From an optimization exercise on the open Yosys and OpenROAD flow, aimed at small area; shortcuts taken in it are not production practice.
In this exercise RTL edits were held to simulation tests only and were not proved equivalent to the original.
Power and IR drop assume default switching activity.

===== design.v =====
module bf16_mul_front(
    input  [15:0] a,
    input  [15:0] b,
    output [17:0] w
);
  wire       sa = a[15], sb = b[15];
  wire [7:0] ea = a[14:7], eb = b[14:7];
  wire [6:0] fa = a[6:0], fb = b[6:0];
  wire a_max = &ea, b_max = &eb;
  wire a_zer = ~|ea, b_zer = ~|eb;
  wire a_fz  = ~|fa, b_fz  = ~|fb;
  wire nan   = (a_max & ~a_fz) | (b_max & ~b_fz) |
               (a_max & b_zer & b_fz) | (b_max & a_zer & a_fz);
  wire inf   = a_max | b_max;
  wire zer   = a_zer | b_zer;
  wire [8:0] S = ea + eb + 9'd1;
  wire       ulo = ~S[8] & (~S[7] | ~|S[6:0]);     
  wire       uhi = S[8] & (S[7:0] > 8'd124);       
  wire       nrm = ~nan & ~inf & ~zer & ~ulo & ~uhi;    
  wire       big = ~nan & (inf | (~zer & uhi));         
  wire [7:0] e0  = {~S[7], S[6:0]};
  wire t1 = (fa[0]&fb[6]) ^ (fa[1]&fb[5]);
  wire t2 = (fa[0]&fb[6]) & (fa[1]&fb[5]);
  wire t3 = fa[0] ^ fb[0] ^ (fa[1]&fb[6]);
  wire t4 = (fa[0] & fb[0]) | (fa[0] & (fa[1]&fb[6])) | (fb[0] & (fa[1]&fb[6]));
  wire t5 = (fa[2]&fb[5]) ^ (fa[3]&fb[4]);
  wire t6 = (fa[2]&fb[5]) & (fa[3]&fb[4]);
  wire t7 = fa[1] ^ fb[1] ^ (fa[2]&fb[6]);
  wire t8 = (fa[1] & fb[1]) | (fa[1] & (fa[2]&fb[6])) | (fb[1] & (fa[2]&fb[6]));
  wire t9 = (fa[3]&fb[5]) ^ (fa[4]&fb[4]);
  wire t10 = (fa[3]&fb[5]) & (fa[4]&fb[4]);
  wire t11 = fa[2] ^ fb[2] ^ (fa[3]&fb[6]);
  wire t12 = (fa[2] & fb[2]) | (fa[2] & (fa[3]&fb[6])) | (fb[2] & (fa[3]&fb[6]));
  wire t13 = (fa[0]&fb[4]) ^ (fa[1]&fb[3]);
  wire t14 = (fa[0]&fb[4]) & (fa[1]&fb[3]);
  wire t15 = (fa[0]&fb[5]) ^ (fa[1]&fb[4]) ^ (fa[2]&fb[3]);
  wire t16 = ((fa[0]&fb[5]) & (fa[1]&fb[4])) | ((fa[0]&fb[5]) & (fa[2]&fb[3])) | ((fa[1]&fb[4]) & (fa[2]&fb[3]));
  wire t17 = (fa[3]&fb[2]) ^ (fa[4]&fb[1]);
  wire t18 = (fa[3]&fb[2]) & (fa[4]&fb[1]);
  wire t19 = (fa[2]&fb[4]) ^ (fa[3]&fb[3]) ^ (fa[4]&fb[2]);
  wire t20 = ((fa[2]&fb[4]) & (fa[3]&fb[3])) | ((fa[2]&fb[4]) & (fa[4]&fb[2])) | ((fa[3]&fb[3]) & (fa[4]&fb[2]));
  wire t21 = (fa[5]&fb[1]) ^ (fa[6]&fb[0]) ^ t1;
  wire t22 = ((fa[5]&fb[1]) & (fa[6]&fb[0])) | ((fa[5]&fb[1]) & t1) | ((fa[6]&fb[0]) & t1);
  wire t23 = (fa[4]&fb[3]) ^ (fa[5]&fb[2]) ^ (fa[6]&fb[1]);
  wire t24 = ((fa[4]&fb[3]) & (fa[5]&fb[2])) | ((fa[4]&fb[3]) & (fa[6]&fb[1])) | ((fa[5]&fb[2]) & (fa[6]&fb[1]));
  wire t25 = t3 ^ t5 ^ t2;
  wire t26 = (t3 & t5) | (t3 & t2) | (t5 & t2);
  wire t27 = (fa[5]&fb[3]) ^ (fa[6]&fb[2]) ^ t7;
  wire t28 = ((fa[5]&fb[3]) & (fa[6]&fb[2])) | ((fa[5]&fb[3]) & t7) | ((fa[6]&fb[2]) & t7);
  wire t29 = t9 ^ t4 ^ t6;
  wire t30 = (t9 & t4) | (t9 & t6) | (t4 & t6);
  wire t31 = (fa[4]&fb[5]) ^ (fa[5]&fb[4]) ^ (fa[6]&fb[3]);
  wire t32 = ((fa[4]&fb[5]) & (fa[5]&fb[4])) | ((fa[4]&fb[5]) & (fa[6]&fb[3])) | ((fa[5]&fb[4]) & (fa[6]&fb[3]));
  wire t33 = t11 ^ t8 ^ t10;
  wire t34 = (t11 & t8) | (t11 & t10) | (t8 & t10);
  wire t35 = fa[3] ^ fb[3] ^ (fa[4]&fb[6]);
  wire t36 = (fa[3] & fb[3]) | (fa[3] & (fa[4]&fb[6])) | (fb[3] & (fa[4]&fb[6]));
  wire t37 = (fa[5]&fb[5]) ^ (fa[6]&fb[4]) ^ t12;
  wire t38 = ((fa[5]&fb[5]) & (fa[6]&fb[4])) | ((fa[5]&fb[5]) & t12) | ((fa[6]&fb[4]) & t12);
  wire t39 = fa[4] ^ fb[4] ^ (fa[5]&fb[6]);
  wire t40 = (fa[4] & fb[4]) | (fa[4] & (fa[5]&fb[6])) | (fb[4] & (fa[5]&fb[6]));
  wire t41 = (fa[0]&fb[3]) ^ (fa[1]&fb[2]);
  wire t42 = (fa[0]&fb[3]) & (fa[1]&fb[2]);
  wire t43 = (fa[2]&fb[2]) ^ (fa[3]&fb[1]) ^ (fa[4]&fb[0]);
  wire t44 = ((fa[2]&fb[2]) & (fa[3]&fb[1])) | ((fa[2]&fb[2]) & (fa[4]&fb[0])) | ((fa[3]&fb[1]) & (fa[4]&fb[0]));
  wire t45 = (fa[5]&fb[0]) ^ t15 ^ t17;
  wire t46 = ((fa[5]&fb[0]) & t15) | ((fa[5]&fb[0]) & t17) | (t15 & t17);
  wire t47 = t19 ^ t21 ^ t16;
  wire t48 = (t19 & t21) | (t19 & t16) | (t21 & t16);
  wire t49 = t23 ^ t25 ^ t20;
  wire t50 = (t23 & t25) | (t23 & t20) | (t25 & t20);
  wire t51 = t27 ^ t29 ^ t24;
  wire t52 = (t27 & t29) | (t27 & t24) | (t29 & t24);
  wire t53 = t31 ^ t33 ^ t28;
  wire t54 = (t31 & t33) | (t31 & t28) | (t33 & t28);
  wire t55 = t35 ^ t37 ^ t32;
  wire t56 = (t35 & t37) | (t35 & t32) | (t37 & t32);
  wire t57 = (fa[6]&fb[5]) ^ t39 ^ t36;
  wire t58 = ((fa[6]&fb[5]) & t39) | ((fa[6]&fb[5]) & t36) | (t39 & t36);
  wire t59 = fa[5] ^ fb[5] ^ (fa[6]&fb[6]);
  wire t60 = (fa[5] & fb[5]) | (fa[5] & (fa[6]&fb[6])) | (fb[5] & (fa[6]&fb[6]));
  wire t61 = (fa[0]&fb[2]) ^ (fa[1]&fb[1]);
  wire t62 = (fa[0]&fb[2]) & (fa[1]&fb[1]);
  wire t63 = (fa[2]&fb[1]) ^ (fa[3]&fb[0]) ^ t41;
  wire t64 = ((fa[2]&fb[1]) & (fa[3]&fb[0])) | ((fa[2]&fb[1]) & t41) | ((fa[3]&fb[0]) & t41);
  wire t65 = t13 ^ t43 ^ t42;
  wire t66 = (t13 & t43) | (t13 & t42) | (t43 & t42);
  wire t67 = t14 ^ t45 ^ t44;
  wire t68 = (t14 & t45) | (t14 & t44) | (t45 & t44);
  wire t69 = t18 ^ t47 ^ t46;
  wire t70 = (t18 & t47) | (t18 & t46) | (t47 & t46);
  wire t71 = t22 ^ t49 ^ t48;
  wire t72 = (t22 & t49) | (t22 & t48) | (t49 & t48);
  wire t73 = t26 ^ t51 ^ t50;
  wire t74 = (t26 & t51) | (t26 & t50) | (t51 & t50);
  wire t75 = t30 ^ t53 ^ t52;
  wire t76 = (t30 & t53) | (t30 & t52) | (t53 & t52);
  wire t77 = t34 ^ t55 ^ t54;
  wire t78 = (t34 & t55) | (t34 & t54) | (t55 & t54);
  wire t79 = t38 ^ t57 ^ t56;
  wire t80 = (t38 & t57) | (t38 & t56) | (t57 & t56);
  wire t81 = t40 ^ t59 ^ t58;
  wire t82 = (t40 & t59) | (t40 & t58) | (t59 & t58);
  wire t83 = fa[6] ^ fb[6] ^ t60;
  wire t84 = (fa[6] & fb[6]) | (fa[6] & t60) | (fb[6] & t60);
  wire [15:0] pr0 = {1'b0, 1'b1, t83, t81, t79, t77, t75, t73, t71, t69, t67, t65, t63, (fa[2]&fb[0]), (fa[0]&fb[1]), (fa[0]&fb[0])};
  wire [15:0] pr1 = {1'b0, t84, t82, t80, t78, t76, t74, t72, t70, t68, t66, t64, t62, t61, (fa[1]&fb[0]), 1'b0};
  wire [9:0] u;                       
  wire [6:0] lc;
  assign lc[0] = 1'b0;
  genvar k;
  generate for (k = 0; k < 6; k = k + 1) begin : lca
    assign lc[k+1] = (pr0[k] & pr1[k]) | (pr0[k] & lc[k]) | (pr1[k] & lc[k]);
  end endgenerate
  assign u = pr0[15:6] + pr1[15:6] + lc[6];
  wire st = (fa[0]&fb[0]) | (fa[0]&fb[1]) | (fa[0]&fb[2]) | (fa[0]&fb[3]) | (fa[0]&fb[4]) | (fa[0]&fb[5]) | (fa[1]&fb[0]) | (fa[1]&fb[1]) | (fa[1]&fb[2]) | (fa[1]&fb[3]) | (fa[1]&fb[4]) | (fa[2]&fb[0]) | (fa[2]&fb[1]) | (fa[2]&fb[2]) | (fa[2]&fb[3]) | (fa[3]&fb[0]) | (fa[3]&fb[1]) | (fa[3]&fb[2]) | (fa[4]&fb[0]) | (fa[4]&fb[1]) | (fa[5]&fb[0]);
  wire       h    = u[9];
  wire [6:0] n0   = u[7:1];           
  wire [6:0] n1   = u[8:2];           
  wire       rnd0 = u[0] & (st | n0[0]);
  wire       rnd1 = u[1] & (st | u[0] | n1[0]);
  wire [6:0] n    = h ? n1 : n0;
  wire       rnd  = h ? rnd1 : rnd0;
  wire [7:0] e0f = nrm ? e0 : {8{nan | big}};
  wire [6:0] nf  = nrm ? n  : {nan, 6'd0};
  assign w = {(sa ^ sb) | nan, e0f, h & nrm, rnd & nrm, nf};
endmodule
module bf16_mul_front_in(
    input  [15:0] a,
    input  [15:0] b,
    output [17:0] w
);
  wire       sa = a[15], sb = b[15];
  wire [7:0] ea = a[14:7], eb = b[14:7];
  wire [6:0] fa = a[6:0], fb = b[6:0];
  wire a_max = &ea, b_max = &eb;
  wire a_zer = ~|ea, b_zer = ~|eb;
  wire a_fz  = ~|fa, b_fz  = ~|fb;
  wire nan   = (a_max & ~a_fz) | (b_max & ~b_fz) |
               (a_max & b_zer & b_fz) | (b_max & a_zer & a_fz);
  wire inf   = a_max | b_max;
  wire zer   = a_zer | b_zer;
  wire [8:0] S;
  wire [8:0] ec;
  assign ec[0] = 1'b1;
  genvar j;
  generate for (j = 0; j < 8; j = j + 1) begin : eadd
    assign S[j]    = ea[j] ^ eb[j] ^ ec[j];
    assign ec[j+1] = (ea[j] & eb[j]) | (ea[j] & ec[j]) | (eb[j] & ec[j]);
  end endgenerate
  assign S[8] = ec[8];
  wire       ulo = ~S[8] & (~S[7] | ~|S[6:0]);     
  wire       uhi = S[8] & (S[7:0] > 8'd124);       
  wire       nrm = ~nan & ~inf & ~zer & ~ulo & ~uhi;    
  wire       big = ~nan & (inf | (~zer & uhi));         
  wire [7:0] e0  = {~S[7], S[6:0]};
  wire t1 = (fa[0]&fb[6]) ^ (fa[1]&fb[5]);
  wire t2 = (fa[0]&fb[6]) & (fa[1]&fb[5]);
  wire t3 = fa[0] ^ fb[0] ^ (fa[1]&fb[6]);
  wire t4 = (fa[0] & fb[0]) | (fa[0] & (fa[1]&fb[6])) | (fb[0] & (fa[1]&fb[6]));
  wire t5 = (fa[2]&fb[5]) ^ (fa[3]&fb[4]);
  wire t6 = (fa[2]&fb[5]) & (fa[3]&fb[4]);
  wire t7 = fa[1] ^ fb[1] ^ (fa[2]&fb[6]);
  wire t8 = (fa[1] & fb[1]) | (fa[1] & (fa[2]&fb[6])) | (fb[1] & (fa[2]&fb[6]));
  wire t9 = (fa[3]&fb[5]) ^ (fa[4]&fb[4]);
  wire t10 = (fa[3]&fb[5]) & (fa[4]&fb[4]);
  wire t11 = fa[2] ^ fb[2] ^ (fa[3]&fb[6]);
  wire t12 = (fa[2] & fb[2]) | (fa[2] & (fa[3]&fb[6])) | (fb[2] & (fa[3]&fb[6]));
  wire t13 = (fa[0]&fb[4]) ^ (fa[1]&fb[3]);
  wire t14 = (fa[0]&fb[4]) & (fa[1]&fb[3]);
  wire t15 = (fa[0]&fb[5]) ^ (fa[1]&fb[4]) ^ (fa[2]&fb[3]);
  wire t16 = ((fa[0]&fb[5]) & (fa[1]&fb[4])) | ((fa[0]&fb[5]) & (fa[2]&fb[3])) | ((fa[1]&fb[4]) & (fa[2]&fb[3]));
  wire t17 = (fa[3]&fb[2]) ^ (fa[4]&fb[1]);
  wire t18 = (fa[3]&fb[2]) & (fa[4]&fb[1]);
  wire t19 = (fa[2]&fb[4]) ^ (fa[3]&fb[3]) ^ (fa[4]&fb[2]);
  wire t20 = ((fa[2]&fb[4]) & (fa[3]&fb[3])) | ((fa[2]&fb[4]) & (fa[4]&fb[2])) | ((fa[3]&fb[3]) & (fa[4]&fb[2]));
  wire t21 = (fa[5]&fb[1]) ^ (fa[6]&fb[0]) ^ t1;
  wire t22 = ((fa[5]&fb[1]) & (fa[6]&fb[0])) | ((fa[5]&fb[1]) & t1) | ((fa[6]&fb[0]) & t1);
  wire t23 = (fa[4]&fb[3]) ^ (fa[5]&fb[2]) ^ (fa[6]&fb[1]);
  wire t24 = ((fa[4]&fb[3]) & (fa[5]&fb[2])) | ((fa[4]&fb[3]) & (fa[6]&fb[1])) | ((fa[5]&fb[2]) & (fa[6]&fb[1]));
  wire t25 = t3 ^ t5 ^ t2;
  wire t26 = (t3 & t5) | (t3 & t2) | (t5 & t2);
  wire t27 = (fa[5]&fb[3]) ^ (fa[6]&fb[2]) ^ t7;
  wire t28 = ((fa[5]&fb[3]) & (fa[6]&fb[2])) | ((fa[5]&fb[3]) & t7) | ((fa[6]&fb[2]) & t7);
  wire t29 = t9 ^ t4 ^ t6;
  wire t30 = (t9 & t4) | (t9 & t6) | (t4 & t6);
  wire t31 = (fa[4]&fb[5]) ^ (fa[5]&fb[4]) ^ (fa[6]&fb[3]);
  wire t32 = ((fa[4]&fb[5]) & (fa[5]&fb[4])) | ((fa[4]&fb[5]) & (fa[6]&fb[3])) | ((fa[5]&fb[4]) & (fa[6]&fb[3]));
  wire t33 = t11 ^ t8 ^ t10;
  wire t34 = (t11 & t8) | (t11 & t10) | (t8 & t10);
  wire t35 = fa[3] ^ fb[3] ^ (fa[4]&fb[6]);
  wire t36 = (fa[3] & fb[3]) | (fa[3] & (fa[4]&fb[6])) | (fb[3] & (fa[4]&fb[6]));
  wire t37 = (fa[5]&fb[5]) ^ (fa[6]&fb[4]) ^ t12;
  wire t38 = ((fa[5]&fb[5]) & (fa[6]&fb[4])) | ((fa[5]&fb[5]) & t12) | ((fa[6]&fb[4]) & t12);
  wire t39 = fa[4] ^ fb[4] ^ (fa[5]&fb[6]);
  wire t40 = (fa[4] & fb[4]) | (fa[4] & (fa[5]&fb[6])) | (fb[4] & (fa[5]&fb[6]));
  wire t41 = (fa[0]&fb[3]) ^ (fa[1]&fb[2]);
  wire t42 = (fa[0]&fb[3]) & (fa[1]&fb[2]);
  wire t43 = (fa[2]&fb[2]) ^ (fa[3]&fb[1]) ^ (fa[4]&fb[0]);
  wire t44 = ((fa[2]&fb[2]) & (fa[3]&fb[1])) | ((fa[2]&fb[2]) & (fa[4]&fb[0])) | ((fa[3]&fb[1]) & (fa[4]&fb[0]));
  wire t45 = (fa[5]&fb[0]) ^ t15 ^ t17;
  wire t46 = ((fa[5]&fb[0]) & t15) | ((fa[5]&fb[0]) & t17) | (t15 & t17);
  wire t47 = t19 ^ t21 ^ t16;
  wire t48 = (t19 & t21) | (t19 & t16) | (t21 & t16);
  wire t49 = t23 ^ t25 ^ t20;
  wire t50 = (t23 & t25) | (t23 & t20) | (t25 & t20);
  wire t51 = t27 ^ t29 ^ t24;
  wire t52 = (t27 & t29) | (t27 & t24) | (t29 & t24);
  wire t53 = t31 ^ t33 ^ t28;
  wire t54 = (t31 & t33) | (t31 & t28) | (t33 & t28);
  wire t55 = t35 ^ t37 ^ t32;
  wire t56 = (t35 & t37) | (t35 & t32) | (t37 & t32);
  wire t57 = (fa[6]&fb[5]) ^ t39 ^ t36;
  wire t58 = ((fa[6]&fb[5]) & t39) | ((fa[6]&fb[5]) & t36) | (t39 & t36);
  wire t59 = fa[5] ^ fb[5] ^ (fa[6]&fb[6]);
  wire t60 = (fa[5] & fb[5]) | (fa[5] & (fa[6]&fb[6])) | (fb[5] & (fa[6]&fb[6]));
  wire t61 = (fa[0]&fb[2]) ^ (fa[1]&fb[1]);
  wire t62 = (fa[0]&fb[2]) & (fa[1]&fb[1]);
  wire t63 = (fa[2]&fb[1]) ^ (fa[3]&fb[0]) ^ t41;
  wire t64 = ((fa[2]&fb[1]) & (fa[3]&fb[0])) | ((fa[2]&fb[1]) & t41) | ((fa[3]&fb[0]) & t41);
  wire t65 = t13 ^ t43 ^ t42;
  wire t66 = (t13 & t43) | (t13 & t42) | (t43 & t42);
  wire t67 = t14 ^ t45 ^ t44;
  wire t68 = (t14 & t45) | (t14 & t44) | (t45 & t44);
  wire t69 = t18 ^ t47 ^ t46;
  wire t70 = (t18 & t47) | (t18 & t46) | (t47 & t46);
  wire t71 = t22 ^ t49 ^ t48;
  wire t72 = (t22 & t49) | (t22 & t48) | (t49 & t48);
  wire t73 = t26 ^ t51 ^ t50;
  wire t74 = (t26 & t51) | (t26 & t50) | (t51 & t50);
  wire t75 = t30 ^ t53 ^ t52;
  wire t76 = (t30 & t53) | (t30 & t52) | (t53 & t52);
  wire t77 = t34 ^ t55 ^ t54;
  wire t78 = (t34 & t55) | (t34 & t54) | (t55 & t54);
  wire t79 = t38 ^ t57 ^ t56;
  wire t80 = (t38 & t57) | (t38 & t56) | (t57 & t56);
  wire t81 = t40 ^ t59 ^ t58;
  wire t82 = (t40 & t59) | (t40 & t58) | (t59 & t58);
  wire t83 = fa[6] ^ fb[6] ^ t60;
  wire t84 = (fa[6] & fb[6]) | (fa[6] & t60) | (fb[6] & t60);
  wire [15:0] pr0 = {1'b0, 1'b1, t83, t81, t79, t77, t75, t73, t71, t69, t67, t65, t63, (fa[2]&fb[0]), (fa[0]&fb[1]), (fa[0]&fb[0])};
  wire [15:0] pr1 = {1'b0, t84, t82, t80, t78, t76, t74, t72, t70, t68, t66, t64, t62, t61, (fa[1]&fb[0]), 1'b0};
  wire [9:0] u;                       
  wire [6:0] lc;
  assign lc[0] = 1'b0;
  genvar k;
  generate for (k = 0; k < 6; k = k + 1) begin : lca
    assign lc[k+1] = (pr0[k] & pr1[k]) | (pr0[k] & lc[k]) | (pr1[k] & lc[k]);
  end endgenerate
  assign u = pr0[15:6] + pr1[15:6] + lc[6];
  wire st = (fa[0]&fb[0]) | (fa[0]&fb[1]) | (fa[0]&fb[2]) | (fa[0]&fb[3]) | (fa[0]&fb[4]) | (fa[0]&fb[5]) | (fa[1]&fb[0]) | (fa[1]&fb[1]) | (fa[1]&fb[2]) | (fa[1]&fb[3]) | (fa[1]&fb[4]) | (fa[2]&fb[0]) | (fa[2]&fb[1]) | (fa[2]&fb[2]) | (fa[2]&fb[3]) | (fa[3]&fb[0]) | (fa[3]&fb[1]) | (fa[3]&fb[2]) | (fa[4]&fb[0]) | (fa[4]&fb[1]) | (fa[5]&fb[0]);
  wire       h    = u[9];
  wire [6:0] n0   = u[7:1];           
  wire [6:0] n1   = u[8:2];           
  wire       rnd0 = u[0] & (st | n0[0]);
  wire       rnd1 = u[1] & (st | u[0] | n1[0]);
  wire [6:0] n    = h ? n1 : n0;
  wire       rnd  = h ? rnd1 : rnd0;
  wire [7:0] e0f = nrm ? e0 : {8{nan | big}};
  wire [6:0] nf  = nrm ? n  : {nan, 6'd0};
  assign w = {(sa ^ sb) | nan, e0f, h & nrm, rnd & nrm, nf};
endmodule
module bf16_mul_back(
    input  [17:0] w,
    output [15:0] z
);
  wire       s   = w[17];
  wire [7:0] e0  = w[16:9];
  wire       h   = w[8];
  wire       rnd = w[7];
  wire [6:0] n   = w[6:0];
  wire [6:0] mc;
  assign mc[0] = rnd;
  genvar k;
  generate for (k = 1; k < 7; k = k + 1) begin : inc
    assign mc[k] = rnd & (&n[k-1:0]);
  end endgenerate
  wire [6:0] m   = n ^ mc;
  wire       ovf = h & rnd & (&n);
  wire [7:0] ez  = e0 + h + ovf;
  assign z = {s, ez, m};
endmodule
module mul_tree_bf16_12(
        input clk,
        input rst,
        input [(4*32-1):0] mul_ins,
        input mul_stb,
        input [1:0] mode,
        output reg [(4*16-1):0] outputs,
        output reg [3:0] final_output_stbs_1
    );
  reg        s1, v1, v2, v3;    
  reg        m2;                
  reg [17:0] w0, w1, w2, w3;    
  reg [17:0] x0, x1;            
  reg [17:0] y0;                
  wire [17:0] w0_d, w1_d, w2_d, w3_d, x0_d, x1_d, y0_d;
  wire [15:0] p0, p1, p2, p3, q0, q1, r0;
  wire [15:0] q1_a = m2 ? 16'h3f80 : p3;
  bf16_mul_front_in f_p0 (.a(mul_ins[31:16]),   .b(mul_ins[15:0]),   .w(w0_d));
  bf16_mul_front_in f_p1 (.a(mul_ins[63:48]),   .b(mul_ins[47:32]),  .w(w1_d));
  bf16_mul_front_in f_p2 (.a(mul_ins[95:80]),   .b(mul_ins[79:64]),  .w(w2_d));
  bf16_mul_front_in f_p3 (.a(mul_ins[127:112]), .b(mul_ins[111:96]), .w(w3_d));
  bf16_mul_back  b_p0 (.w(w0), .z(p0));
  bf16_mul_back  b_p1 (.w(w1), .z(p1));
  bf16_mul_back  b_p2 (.w(w2), .z(p2));
  bf16_mul_back  b_p3 (.w(w3), .z(p3));
  bf16_mul_front f_q0 (.a(p1),   .b(p0), .w(x0_d));
  bf16_mul_front f_q1 (.a(q1_a), .b(p2), .w(x1_d));
  bf16_mul_back  b_q0 (.w(x0), .z(q0));
  bf16_mul_back  b_q1 (.w(x1), .z(q1));
  bf16_mul_front f_r0 (.a(q0), .b(q1), .w(y0_d));
  bf16_mul_back  b_r0 (.w(y0), .z(r0));
  always @(posedge clk) begin
    w0 <= w0_d; w1 <= w1_d; w2 <= w2_d; w3 <= w3_d;
    x0 <= x0_d; x1 <= x1_d;
    y0 <= y0_d;
    m2 <= (mode == 2'b10);
    if (rst) begin
      s1 <= 1'b0; v1 <= 1'b0; v2 <= 1'b0; v3 <= 1'b0;
    end else begin
      s1 <= mul_stb; v1 <= s1; v2 <= v1; v3 <= v2;
    end
  end
  always @(*) begin
    case (mode)
      2'b00: begin
        final_output_stbs_1 = {v1, v1, v1, v1};
        outputs = {p3, p2, p1, p0};
      end
      2'b01: begin
        final_output_stbs_1 = {2'b00, v2, v2};
        outputs = {p3, p2, q1, q0};
      end
      2'b10: begin
        final_output_stbs_1 = {2'b00, v1, v3};
        outputs = {p3, p2, p3, r0};
      end
      default: begin
        final_output_stbs_1 = {3'b000, v3};
        outputs = {p3, p2, p3, r0};
      end
    endcase
  end
endmodule

===== flow/run.sh =====
#!/bin/bash
# Layout flow: the standard layout (standard.sh) with
#  - the standard synthesis, then opt_inv.py on its netlist: it flips the
#    polarity of full adders (FA(~a,~b,~c) = ~FA(a,b,c)) where that removes
#    inverters; registers and ports are untouched;
#  - a smaller buffer cell on the ports (every port is still buffered);
#  - a clock tree built from clkbuf_4/clkbuf_8 without dummy loads.
# Each tool's output goes to a log of its own here (synth.log, opt_inv.log,
# standard.log); ORFS's per-step logs stay under orfs/logs/.
set -euo pipefail
export BUFFER_PORTS_ARGS="-buffer_cell sky130_fd_sc_hd__buf_2"
export CTS_ARGS="-sink_clustering_enable -repair_clock_nets -buf_list {sky130_fd_sc_hd__clkbuf_4 sky130_fd_sc_hd__clkbuf_8} -dont_use_dummy_load"
R=orfs/results/${FLOW_PLATFORM}/mul_tree_bf16_12/base

bash standard.sh synth > synth.log 2>&1
cp "$R/1_2_yosys.v" "$R/1_2_yosys.std.v"
python3 flow/opt_inv.py "$R/1_2_yosys.std.v" "$R/1_2_yosys.v" > opt_inv.log 2>&1
rm -f "$R/1_synth.odb" "$R/1_synth.sdc"
bash standard.sh > standard.log 2>&1

===== flow/opt_inv.py =====
#!/usr/bin/env python3
"""Remove inverters around full adders in a mapped netlist.

A full adder is self-dual: FA(~a, ~b, ~c) = (~sum, ~cout).  Synthesis often
leaves full-adder cells with inverters on their inputs or outputs.  This pass
flips a full adder's polarity (takes its inputs' complements and gives the
complements of its outputs) whenever that lowers the number of inverters,
reusing existing inverters where it can.  Registers and ports are untouched.

usage: opt_inv.py IN.v OUT.v
"""
import re
import sys

PREFIX = "sky130_fd_sc_hd__"
OUT_PINS = {"X", "Y", "Q", "Q_N", "SUM", "COUT", "HI", "LO"}


def is_inv(t):
    return re.fullmatch(PREFIX + r"inv_\d+", t) is not None


def is_fa(t):
    return re.fullmatch(PREFIX + r"fa_\d+", t) is not None


class Netlist:
    def __init__(self, text):
        m = re.search(r"^\s*" + PREFIX, text, re.M)
        self.head = text[:m.start()]
        body = text[m.start():]
        end = body.rindex("endmodule")
        self.tail = body[end:]
        self.cells = {}
        for t, n, pins in re.findall(r"(" + PREFIX + r"\w+)\s+(\S+)\s*\((.*?)\);", body[:end], re.S):
            self.cells[n] = [t, dict((p, v.strip()) for p, v in re.findall(r"\.(\w+)\(([^()]*)\)", pins))]
        self.order = list(self.cells)
        self.ports = set()
        for d, rng, names in re.findall(r"^\s*(input|output)\s*(\[[^\]]*\])?\s*([^;]*);", self.head, re.M):
            for nm in names.split(","):
                self.ports.add(nm.strip())
        self.drv = {}
        self.loads = {}
        for n, (t, pins) in self.cells.items():
            for p, v in pins.items():
                self._add(n, p, v)
        self.new_nets = []
        self.k = 0

    def _port(self, net):
        base = net.split("[")[0].strip()
        return base in self.ports

    def _add(self, n, p, v):
        if p in OUT_PINS:
            self.drv[v] = (n, p)
        else:
            self.loads.setdefault(v, []).append((n, p))

    def _del(self, n, p, v):
        if p in OUT_PINS:
            if self.drv.get(v) == (n, p):
                del self.drv[v]
        else:
            self.loads[v].remove((n, p))

    def connect(self, n, p, v):
        old = self.cells[n][1][p]
        self._del(n, p, old)
        self.cells[n][1][p] = v
        self._add(n, p, v)

    def net(self):
        self.k += 1
        v = f"_opt_inv_{self.k}_"
        self.new_nets.append(v)
        return v

    def add_inv(self, a):
        y = self.net()
        n = f"_opt_inv_cell_{self.k}_"
        self.cells[n] = [PREFIX + "inv_1", {"A": a, "Y": y}]
        self.order.append(n)
        self._add(n, "A", a)
        self._add(n, "Y", y)
        return y

    def remove(self, n):
        t, pins = self.cells.pop(n)
        for p, v in pins.items():
            self._del(n, p, v)

    def inverted(self, v):
        """A net carrying ~v, made with as few new inverters as possible."""
        d = self.drv.get(v)
        if d and is_inv(self.cells[d[0]][0]):
            return self.cells[d[0]][1]["A"]
        for n, p in self.loads.get(v, []):
            if is_inv(self.cells[n][0]):
                return self.cells[n][1]["Y"]
        return self.add_inv(v)

    def sweep(self):
        changed = True
        while changed:
            changed = False
            for n in list(self.cells):
                t, pins = self.cells[n]
                if is_inv(t) and not self.loads.get(pins["Y"]) and not self._port(pins["Y"]):
                    self.remove(n)
                    changed = True

    def n_inv(self):
        return sum(1 for t, _ in self.cells.values() if is_inv(t))

    def flip(self, f):
        """Give full adder f its inputs' complements; keep every other
        net's value by rewiring or adding inverters."""
        t, pins = self.cells[f]
        for p in ("A", "B", "CIN"):
            self.connect(f, p, self.inverted(pins[p]))
        for p in ("SUM", "COUT"):
            o = pins[p]
            if self._port(o):
                return False
            o2 = self.net()
            self.connect(f, p, o2)
            # loads of o now need ~o2; an inverter on o already gives o2's
            # value, so its loads move to o2
            for n, q in list(self.loads.get(o, [])):
                if is_inv(self.cells[n][0]):
                    y = self.cells[n][1]["Y"]
                    if self._port(y):
                        continue
                    for m, r in list(self.loads.get(y, [])):
                        self.connect(m, r, o2)
            if self.loads.get(o):
                # whatever still reads o gets it from a new inverter on o2
                n = f"_opt_inv_cell_o{self.k}_"
                self.cells[n] = [PREFIX + "inv_1", {"A": o2, "Y": o}]
                self.order.append(n)
                self._add(n, "A", o2)
                self._add(n, "Y", o)
        self.sweep()
        return True

    def snapshot(self):
        return ({n: [t, dict(p)] for n, (t, p) in self.cells.items()}, list(self.order),
                {k: v for k, v in self.drv.items()}, {k: list(v) for k, v in self.loads.items()},
                list(self.new_nets), self.k)

    def restore(self, s):
        self.cells, self.order, self.drv, self.loads, self.new_nets, self.k = s

    def text(self):
        out = [self.head.rstrip("\n") + "\n"]
        used = set()
        for t, pins in self.cells.values():
            used.update(pins.values())
        for v in self.new_nets:
            if v in used:
                out.append(f"  wire {v};\n")
        for n in self.order:
            if n not in self.cells:
                continue
            t, pins = self.cells[n]
            # an escaped identifier ends at whitespace
            conns = ",\n".join(f"    .{p}({v}{' ' if v.startswith(chr(92)) else ''})"
                                for p, v in pins.items())
            out.append(f"  {t} {n} (\n{conns}\n  );\n")
        out.append(self.tail)
        return "".join(out)


def main():
    nl = Netlist(open(sys.argv[1]).read())
    nl.sweep()
    before = nl.n_inv()
    improved = True
    while improved:
        improved = False
        for f in [n for n, (t, _) in nl.cells.items() if is_fa(t)]:
            if f not in nl.cells:
                continue
            snap = nl.snapshot()
            cnt = nl.n_inv()
            if nl.flip(f) and nl.n_inv() < cnt:
                improved = True
            else:
                nl.restore(snap)
    open(sys.argv[2], "w").write(nl.text())
    print(f"opt_inv: inverters {before} -> {nl.n_inv()}")


if __name__ == "__main__":
    main()

===== standard.sh =====
#!/bin/bash
# synth_recipe.tcl (not shown) runs the flow's synth.tcl, then flattens the netlist and writes it again
# the make line also repeats each setting of config.mk as NAME=value (left out here)
make -C /OpenROAD-flow-scripts/flow DESIGN_CONFIG=/design/flow/config.mk WORK_HOME=/design/flow/orfs CLKGATE_MAP_FILE= SYNTH_SCRIPT=/design/flow/synth_recipe.tcl "${@:-finish}"

===== config.mk =====
export PLATFORM = sky130hd
export DESIGN_NAME = mul_tree_bf16_12
export DESIGN_NICKNAME = mul_tree_bf16_12
export VERILOG_FILES = /design/flow/design.v
export SDC_FILE = /design/flow/constraint.sdc
export NUM_CORES = 4
export LEC_CHECK = 0
export CAP_MARGIN = 20
export CORE_MARGIN = 2
export CORE_UTILIZATION = 65
export SLEW_MARGIN = 20

===== constraint.sdc =====
create_clock -name core_clock -period 5.5 [get_ports {clk}]
set_input_delay 1.1000 -clock core_clock [delete_from_list [all_inputs] [get_ports {clk}]]
set_output_delay 1.1000 -clock core_clock [all_outputs]
set_load 0.01 [all_outputs]

==> out/summary.txt <==
CP bufs+invs - 2
post-route cell area - 23600 um2
Cells on Worst Hold Path - 1
DR vias/cell - 5.88
Diodes inserted - 0
dpl cells - 3117
crit path time final - 5.31 ns
fillers - 2524
dpl ws - -0.173 ns
Least-Margin Pin Slew - 0.756 ns
PortBufs - 200
reg2reg end - y0[6]$_DFF_P_
CTS Buffer Depth - 2
Worst EP arrival - 5.64 ns
footprint of the multi-input gates - 17300 um2
worst-path maximum fanout - 5
GPL Wtd Cong - 0.962
global-route wire length before repair - 90200 um
largest net degree at the start of global routing - 59
CP peak stage delay - 0.57 ns
final setup vio count - 0
cell at the slowest stage of the critical path - fa_1
post-synthesis cell count - 2440
CP Capture Type - flip-flop
CP Class - reg -> reg
Post-Route WL - 54500 um
Seq. cell area - 2620 um2
CTS tree - yes
CORE AREA - 31700 um2
unrepaired setup endpoints after global routing - yes
Post-DRT Antenna Nets - 0
Final Hold Vio Count - 0
Tcrit/Tclk final - 0.965
outcome - complete, no violations
total track usage - 0.333
Layout Nets - 3357
PD cells - 610 nW/um2
worst hold start - s1$_SDFF_PP0_
clock slew at reported path FFs - 0.07 ns
chain of cells forming the critical path - and4_4 > nand4_1 > xor2_1 > inv_1 > and2_1 > ha_1 > fa_1 > fa_1 > fa_1 > inv_1 > fa_2 > fa_2 > nand2b_1 > a21oi_2 > o21a_1 > o21a_1 > o21a_1 > mux2_2 > o31ai_2 > mux2_4
CP required - 5.83 ns
Pre-antenna DRT Iters - 6
Clock Skew - 0.0289 ns
drt wl/cell - 17.4 um
VDD IR max - 540 uV
Die X - 184 um
Yosys Warn Count - 1
HPWL after DPL - 46400 um
setup tns final - 0 ns
clock tree sinks - 131
Worst Setup Slack, final - 0.194 ns
Post-route DRC - 0
clk root buf - clkbuf_8
# rows - 65
Critical Path Source Type - flip-flop
Slew Limit Fails - 0
dpl cell area - 23200 um2
grt ovf - 0
end of the worst hold path - v1$_SDFF_PP0_
Leakage - 11.3 nW
Die ar. - 33800 um2
initial antenna violation count - 2
Synthesized Nets - 3059
Reg2Reg Setup Slack - 0.19 ns
Iter 0 DRT Violations - 1141
# IOs - 201
layout cells sized above 1 - 0.144
R2R cell count - 20
Pwr Total - 0.0144 W
Post-Syn Area - 21000 um2
clock buffers created by TritonCTS - 17
Layout Area Growth over Synthesis - 12.2%
Syn Area/Cell - 8.62 um2
initial core utilization - 0.663
Die Ht - 184 um
hold buffer count at CTS - 0
clk latency of the worst-skew pair - 0.46 ns
vias - 18500
worst hold path class - reg -> reg
vias in the first global route - 18900
htree depth - 4
non-filler instance count after layout - 3138
R2R Path Start - x1[2]$_SDFF_PN0_
Slew HR - 0.489
maximum clock rate - 188 MHz
Max-Cap Viols - 0
delay-heaviest family, CP - adder cells
-- power by group --
group,switching [W],total [W],internal (W)
logic,0.00686,0.0121,0.00520
clock network,0.000319,0.000590,0.000271
registers,0.000333,0.00173,0.00140
total,0.00751,0.0144,0.00687
-- layout make-up --
type / instances / area share
clock buffer: 17 / 0.00992
inverter: 276 / 0.0439
multi-input combinational: 1990 / 0.732
sequential: 131 / 0.111
tap: 402 / 0.0213
timing repair buffer: 322 / 0.0813
-- what timing repair did --
action                                  4_1_cts  5_1_grt
resized for setup                             1       28
setup buffers                                 0        4
pin swaps                                     0        4
gates cloned                                  0        0
endpoints found under the setup margin        1       18
-- layer usage --
| layer | global-route usage | wire length, um | vias up |
|---|---|---|---|
| met5 | 0 | 12 | - |
| met4 | 0.0925 | 1320 | 2 |
| met3 | 0.0420 | 3390 | 100 |
| met2 | 0.594 | 26800 | 586 |
| met1 | 0.426 | 23000 | 8945 |
| li1 | - | - | 8820 |
-- how the worst max path moves through the flow --
stage / start / to / slack (ns) / depth (start not counted)
after global placement: mul_ins[7] / w0[5]$_SDFF_PN0_ / -0.1 / 16
final: x1[2]$_SDFF_PN0_ / y0[6]$_DFF_P_ / 0.19 / 20
after global routing: x1[2]$_SDFF_PN0_ / y0[6]$_DFF_P_ / -0.09 / 20
after CTS: x1[7]$_DFF_P_ / y0[6]$_DFF_P_ / 0.01 / 20
after detailed placement: mul_ins[7] / w0[5]$_SDFF_PN0_ / -0.17 / 16
after floorplan: mul_ins[103] / w3[6]$_DFF_P_ / 0.006 / 18
-- flip-flops by register name, summed over array words and instances, names as in the netlist, 18 cells and up --
register  cells
w2           18
w1           18
w3           18
y0           18
x1           18
w0           18
x0           18
-- metrics by stage --
| stage | utilization | hold WS [ns] |
|---|---|---|
| after floorplan | - | 0.414 |
| after global placement | 0.733 | 0.429 |
| after detailed placement | 0.733 | 0.429 |
| after CTS | 0.740 | 0.447 |
| after global routing | 0.743 | 0.462 |
| final | 0.743 | 0.444 |
-- cells in the final DEF (no fill, tap or decap), drive strengths merged, types with 8 or more instances in the layout --
| master | count |
|---|---|
| fa | 297 |
| xnor2 | 80 |
| nand2 | 177 |
| nor3 | 58 |
| o21ai | 152 |
| nand2b | 33 |
| and2 | 143 |
| nor2b | 34 |
| buf | 322 |
| xor2 | 53 |
| inv | 275 |
| o21bai | 11 |
| or2 | 10 |
| dfxtp | 131 |
| ha | 189 |
| and4 | 10 |
| nand3 | 52 |
| a21o | 17 |
| mux2i | 44 |
| a211oi | 17 |
| o22ai | 9 |
| nor4 | 45 |
| mux2 | 8 |
| or4 | 11 |
| nor2 | 233 |
| clkbuf | 17 |
| nand4 | 45 |
| o21a | 22 |
| or3 | 16 |
| a21oi | 93 |
| a31oi | 13 |
| and3 | 16 |

[static timing again, ports no longer ideal]
The flow's constraints put no driver on any port. The routed layout listed below was extracted and timed again, unchanged, in two steps.
Step 1 sets driving cells, clkbuf_16 on the clock port and buf_2 on the other inputs (assumed; they add their load-dependent delay and slew).
Step 2 also shifts input and output timing later by t, the mid clock arrival at the registers, as if the neighbouring blocks saw the same clock.
a / b / c = no drivers / after step 1 / after step 2; a / b = the first two.
shift t [ns]: 0.497
setup slack, ns: 0.194 / 0.194 / -0.185
worst setup path at the end: input to register
worst data-port slew with drivers (ns): 0.07
cell pins on the clock port's net: 1
With both steps, setup timing fails in this run, where it was met with ideal ports. For this run, drivers alone change the setup slack by 0.000 ns; drivers and shift together by -0.379 ns.
